This is an optimization exercise on Yosys and OpenROAD, whose aim is small area, a short achievable clock period and few clock cycles, not a production implementation. At most, simulation tests tie the RTL to the original design; equivalence was not proved. No activity file was given, so power comes from the tool's default toggle rates.

Design divider, start of the top module:
module divider
	# (parameter SIZE = 32)
   (input clk,
	input start,
	input reset,
	input [SIZE - 1:0] divisor, dividend,
	output reg error, done,
	output [SIZE - 1:0] quotient, remainder
	);
Size: ~920 cells after synthesis, ~120 flip-flops, roughly 130 I/O pins, roughly 0.0077 mm^2 of cells after synthesis.
==> module divider, before the edit <==
module divider
	# (parameter SIZE = 32)
   (input clk,
	input start,
	input reset,
	input [SIZE - 1:0] divisor, dividend,
	output reg error, done,
	output [SIZE - 1:0] quotient, remainder
	);
localparam [1:0] IDLE = 2'd0, NORM = 2'd1, ITER = 2'd2;
reg [1:0] state;
reg [SIZE-1:0] r, q, d;
reg [4:0] cnt;
reg [4:0] lz_d, lz_r;     
function [4:0] lzc;      
	input [SIZE-1:0] x;
	integer i;
	begin
		lzc = 5'd0;
		for (i = 0; i < SIZE; i = i + 1)
			if (x[i]) lzc = SIZE - 1 - i;
	end
endfunction
function [SIZE-1:0] smear;
	input [SIZE-1:0] x;
	integer i;
	begin
		smear = x;
		for (i = 1; i < SIZE; i = i * 2)
			smear = smear | (smear >> i);
	end
endfunction
wire [4:0] n = lz_d - lz_r;    
wire       dvsr_zero = (divisor == 0);
wire       q_zero = dvsr_zero | (|(divisor & ~smear(dividend)));
function [SIZE:0] sub_pp;      
	input [SIZE-1:0] a, b;
	reg [SIZE:0] g, p;
	integer i, s;
	begin
		g = {a & ~b, 1'b1};        
		p = {~(a ^ b), 1'b0};
		for (s = 1; s <= SIZE; s = s * 2)
			for (i = 2*s-1; i <= SIZE; i = i + 2*s) begin
				g[i] = g[i] | (p[i] & g[i-s]);
				p[i] = p[i] & p[i-s];
			end
		for (s = SIZE; s >= 1; s = s / 2)
			for (i = 3*s-1; i <= SIZE; i = i + 2*s) begin
				g[i] = g[i] | (p[i] & g[i-s]);
				p[i] = p[i] & p[i-s];
			end
		sub_pp = {g[SIZE], ~(a ^ b) ^ g[SIZE-1:0]};
	end
endfunction
wire [SIZE:0] sres = sub_pp(r, d);
wire [SIZE-1:0] diff = sres[SIZE-1:0];
wire          ge = sres[SIZE];
assign quotient  = q;
assign remainder = r;
always @(posedge clk) begin
	if (reset) begin
		state <= IDLE;
		done  <= 1'b0;
		error <= 1'b0;
	end else begin
		done  <= 1'b0;
		error <= 1'b0;
		case (state)
			IDLE:
				if (start) begin
					done  <= q_zero;
					error <= dvsr_zero;
					if (!q_zero) state <= NORM;
				end
			NORM:
				state <= ITER;
			ITER:
				if (cnt == 0) begin
					state <= IDLE;
					done  <= 1'b1;
				end
			default:
				state <= IDLE;
		endcase
	end
end
wire idle = (state == IDLE);
wire take = ge & (state == ITER);
always @(posedge clk)
	r <= ({SIZE{idle}} & dividend) | ({SIZE{take}} & diff) | ({SIZE{~idle & ~take}} & r);
always @(posedge clk) begin
	lz_d <= lzc(divisor);
	lz_r <= lzc(dividend);
end
always @(posedge clk)
	q <= idle ? {SIZE{1'b0}} : {q[SIZE-2:0], take};
always @(posedge clk) begin
	case (state)
		IDLE: d <= divisor;
		NORM: d <= d << n;
		default: d <= d >> 1;
	endcase
	cnt <= (state == NORM) ? n : cnt - 1'b1;
end
endmodule
export LEC_CHECK = 0
export CAP_MARGIN = 20
export CORE_MARGIN = 2
export CORE_UTILIZATION = 40
export CTS_BUF_LIST = sky130_fd_sc_hd__clkbuf_8
export PLACE_DENSITY = 0.6
export SETUP_SLACK_MARGIN = 2.0
export SLEW_MARGIN = 20
export TNS_END_PERCENT = 0
create_clock -name core_clock -period 4.0 [get_ports {clk}]
standard.sh (not shown) runs the stock make flow with config.mk's settings and CLKGATE_MAP_FILE= SYNTH_SCRIPT=/design/flow/synth_recipe.tcl, a recipe that flattens the netlist after the stock synthesis.
==> flow/flow/run.sh <==
#!/bin/bash
set -euo pipefail
export BUFFER_PORTS_ARGS="-buffer_cell sky130_fd_sc_hd__buf_1"
bash standard.sh > standard.log 2>&1
The baseline passed the timing, design-rule and antenna checks.
Edit:
--- a/flow/design.v
+++ b/flow/design.v
@@ -7,11 +7,12 @@
 	output reg error, done,
 	output [SIZE - 1:0] quotient, remainder
 	);
 localparam [1:0] IDLE = 2'd0, NORM = 2'd1, ITER = 2'd2;
 reg [1:0] state;
-reg [SIZE-1:0] r, q, d;
+reg [SIZE-1:0] r, q;
+reg [SIZE-1:0] dn;        
 reg [4:0] cnt;
 reg [4:0] lz_d, lz_r;     
 function [4:0] lzc;      
 	input [SIZE-1:0] x;
 	integer i;
@@ -31,31 +32,26 @@
 	end
 endfunction
 wire [4:0] n = lz_d - lz_r;    
 wire       dvsr_zero = (divisor == 0);
 wire       q_zero = dvsr_zero | (|(divisor & ~smear(dividend)));
-function [SIZE:0] sub_pp;      
-	input [SIZE-1:0] a, b;
+function [SIZE:0] sub_ks;      
+	input [SIZE-1:0] a, bn;
 	reg [SIZE:0] g, p;
-	integer i, s;
+	integer k, s;
 	begin
-		g = {a & ~b, 1'b1};        
-		p = {~(a ^ b), 1'b0};
+		g = {a & bn, 1'b1};        
+		p = {a ^ bn, 1'b0};
 		for (s = 1; s <= SIZE; s = s * 2)
-			for (i = 2*s-1; i <= SIZE; i = i + 2*s) begin
-				g[i] = g[i] | (p[i] & g[i-s]);
-				p[i] = p[i] & p[i-s];
+			for (k = SIZE; k >= s; k = k - 1) begin
+				g[k] = g[k] | (p[k] & g[k-s]);
+				p[k] = p[k] & p[k-s];
 			end
-		for (s = SIZE; s >= 1; s = s / 2)
-			for (i = 3*s-1; i <= SIZE; i = i + 2*s) begin
-				g[i] = g[i] | (p[i] & g[i-s]);
-				p[i] = p[i] & p[i-s];
-			end
-		sub_pp = {g[SIZE], ~(a ^ b) ^ g[SIZE-1:0]};
+		sub_ks = {g[SIZE], a ^ bn ^ g[SIZE-1:0]};
 	end
 endfunction
-wire [SIZE:0] sres = sub_pp(r, d);
+wire [SIZE:0] sres = sub_ks(r, dn);
 wire [SIZE-1:0] diff = sres[SIZE-1:0];
 wire          ge = sres[SIZE];
 assign quotient  = q;
 assign remainder = r;
 always @(posedge clk) begin
@@ -95,12 +91,12 @@
 end
 always @(posedge clk)
 	q <= idle ? {SIZE{1'b0}} : {q[SIZE-2:0], take};
 always @(posedge clk) begin
 	case (state)
-		IDLE: d <= divisor;
-		NORM: d <= d << n;
-		default: d <= d >> 1;
+		IDLE: dn <= ~divisor;
+		NORM: dn <= ~(~dn << n);
+		default: dn <= {1'b1, dn[SIZE-1:1]};
 	endcase
 	cnt <= (state == NORM) ? n : cnt - 1'b1;
 end
 endmodule
The changed run completed with no timing, DRC or antenna violations.
Combinational power went up by 24%.
Wire length goes up by 10%.
Via count rises by 11%.
Design area went up by 3.8%.
Die area rose by 5.4%.
Utilization went down by 1.4 points.
Synthesized area rises by 5.6%.
Synthesized cell count is higher by 8.4%.
Setup slack is better by 210 ps.
No functional check of the RTL was part of any run of this note.

* * *

The RTL this note starts from:
==> flow/design.v <==
module divider
	# (parameter SIZE = 32)
   (input clk,
	input start,
	input reset,
	input [SIZE - 1:0] divisor, dividend,
	output reg error, done,
	output [SIZE - 1:0] quotient, remainder
	);
localparam [1:0] IDLE = 2'd0, NORM = 2'd1, ITER = 2'd2;
reg [1:0] state;
reg [SIZE-1:0] r, q, d;
reg [4:0] cnt;
reg [4:0] lz_d, lz_r;     
function [4:0] lzc;      
	input [SIZE-1:0] x;
	integer i;
	begin
		lzc = 5'd0;
		for (i = 0; i < SIZE; i = i + 1)
			if (x[i]) lzc = SIZE - 1 - i;
	end
endfunction
function [SIZE-1:0] smear;
	input [SIZE-1:0] x;
	integer i;
	begin
		smear = x;
		for (i = 1; i < SIZE; i = i * 2)
			smear = smear | (smear >> i);
	end
endfunction
wire [4:0] n = lz_d - lz_r;    
wire       dvsr_zero = (divisor == 0);
wire       q_zero = dvsr_zero | (|(divisor & ~smear(dividend)));
function [SIZE:0] sub_pp;      
	input [SIZE-1:0] a, b;
	reg [SIZE:0] g, p;
	integer k, s;
	begin
		g = {a & ~b, 1'b1};        
		p = {~(a ^ b), 1'b0};
		for (k = SIZE; k >= 1; k = k - 1)
			if (k % 2 == 1) begin
				g[k] = g[k] | (p[k] & g[k-1]);
				p[k] = p[k] & p[k-1];
			end
		for (s = 2; s <= SIZE; s = s * 2)
			for (k = SIZE; k >= s; k = k - 1)
				if (k % 2 == 1) begin
					g[k] = g[k] | (p[k] & g[k-s]);
					p[k] = p[k] & p[k-s];
				end
		for (k = SIZE; k >= 2; k = k - 1)
			if (k % 2 == 0) begin
				g[k] = g[k] | (p[k] & g[k-1]);
				p[k] = p[k] & p[k-1];
			end
		sub_pp = {g[SIZE], ~(a ^ b) ^ g[SIZE-1:0]};
	end
endfunction
wire [SIZE:0] sres = sub_pp(r, d);
wire [SIZE-1:0] diff = sres[SIZE-1:0];
wire          ge = sres[SIZE];
assign quotient  = q;
assign remainder = r;
always @(posedge clk) begin
	if (reset) begin
		state <= IDLE;
		done  <= 1'b0;
		error <= 1'b0;
	end else begin
		done  <= 1'b0;
		error <= 1'b0;
		case (state)
			IDLE:
				if (start) begin
					done  <= q_zero;
					error <= dvsr_zero;
					if (!q_zero) state <= NORM;
				end
			NORM:
				state <= ITER;
			ITER:
				if (cnt == 0) begin
					state <= IDLE;
					done  <= 1'b1;
				end
			default:
				state <= IDLE;
		endcase
	end
end
wire idle = (state == IDLE);
wire take = ge & (state == ITER);
always @(posedge clk)
	r <= ({SIZE{idle}} & dividend) | ({SIZE{take}} & diff) | ({SIZE{~idle & ~take}} & r);
always @(posedge clk) begin
	lz_d <= lzc(divisor);
	lz_r <= lzc(dividend);
end
always @(posedge clk)
	q <= idle ? {SIZE{1'b0}} : {q[SIZE-2:0], take};
always @(posedge clk) begin
	case (state)
		IDLE: d <= divisor;
		NORM: d <= d << n;
		default: d <= d >> 1;
	endcase
	cnt <= (state == NORM) ? n : cnt - 1'b1;
end
endmodule
export LEC_CHECK = 0
export CAP_MARGIN = 20
export CORE_MARGIN = 2
export CORE_UTILIZATION = 40
export CTS_BUF_LIST = sky130_fd_sc_hd__clkbuf_8
export PLACE_DENSITY = 0.6
export SETUP_SLACK_MARGIN = 2.0
export SLEW_MARGIN = 20
export TNS_END_PERCENT = 0
create_clock -name core_clock -period 4.0 [get_ports {clk}]
==> flow/flow/run.sh <==
#!/bin/bash
set -euo pipefail
export BUFFER_PORTS_ARGS="-buffer_cell sky130_fd_sc_hd__buf_1"
export CTS_ARGS="-sink_clustering_enable -repair_clock_nets -buf_list sky130_fd_sc_hd__clkbuf_8 -dont_use_dummy_load"
bash standard.sh > standard.log 2>&1
Next try:
--- a/flow/design.v
+++ b/flow/design.v
@@ -34,5 +34,5 @@
 wire       dvsr_zero = (divisor == 0);
 wire       q_zero = dvsr_zero | (|(divisor & ~smear(dividend)));
-function [SIZE:0] sub_pp;      
+function [SIZE:0] sub_ks;      
 	input [SIZE-1:0] a, b;
 	reg [SIZE:0] g, p;
@@ -41,24 +41,13 @@
 		g = {a & ~b, 1'b1};        
 		p = {~(a ^ b), 1'b0};
-		for (k = SIZE; k >= 1; k = k - 1)
-			if (k % 2 == 1) begin
-				g[k] = g[k] | (p[k] & g[k-1]);
-				p[k] = p[k] & p[k-1];
+		for (s = 1; s <= SIZE; s = s * 2)
+			for (k = SIZE; k >= s; k = k - 1) begin
+				g[k] = g[k] | (p[k] & g[k-s]);
+				p[k] = p[k] & p[k-s];
 			end
-		for (s = 2; s <= SIZE; s = s * 2)
-			for (k = SIZE; k >= s; k = k - 1)
-				if (k % 2 == 1) begin
-					g[k] = g[k] | (p[k] & g[k-s]);
-					p[k] = p[k] & p[k-s];
-				end
-		for (k = SIZE; k >= 2; k = k - 1)
-			if (k % 2 == 0) begin
-				g[k] = g[k] | (p[k] & g[k-1]);
-				p[k] = p[k] & p[k-1];
-			end
-		sub_pp = {g[SIZE], ~(a ^ b) ^ g[SIZE-1:0]};
+		sub_ks = {g[SIZE], ~(a ^ b) ^ g[SIZE-1:0]};
 	end
 endfunction
-wire [SIZE:0] sres = sub_pp(r, d);
+wire [SIZE:0] sres = sub_ks(r, d);
 wire [SIZE-1:0] diff = sres[SIZE-1:0];
 wire          ge = sres[SIZE];
What happened:
- The new run ran to the end with no violations
- synthesized cell count grows by 6.0%
- power grows by 10%
- count of clock-buffer cells in the layout is unchanged
- via count grows by 9.9%
- die area grows by 2.2%
- wire length grows by 11%
- hold slack hardly moves
- synthesized area grows by 2.3%
Testbench counts after the change, summed over its fixed seeds: cycles 13,020.
No functional check of the RTL was part of the first run of this note.

## port drivers added, routing unchanged
Ports are ideal in the flow. The routed layouts listed here were re-timed in OpenROAD.
Step 1 assumes that a clkbuf_16 drives the clock port and a buf_2 every other input.
Step 2 also shifts input and output timing later by t, the mid clock arrival at the registers, as if the neighbouring blocks saw the same clock.
Slacks: ideal / step 1 / step 2; pairs: ideal / step 1.
run | shift t [ns] | setup slack, ns | worst setup path after step 2 | clock arrival spread, ns
the first run of note 1 | 0.484 | 0.843 / 0.843 / 0.843 | register to register | 0.017 / 0.017
the second run of note 1 | 0.497 | 1.054 / 1.054 / 0.984 | input to register | 0.015 / 0.015
the first run of note 2 | 0.481 | 0.557 / 0.557 / 0.557 | register to register | 0.032 / 0.032
the second run of note 2 | 0.496 | 1.162 / 1.162 / 0.849 | input to register | 0.034 / 0.034
After both steps setup and hold are still met in every run listed. The setup slack of the second run of note 2, which loses most, moves by 0.000 ns with the drivers and by -0.313 ns with both steps.
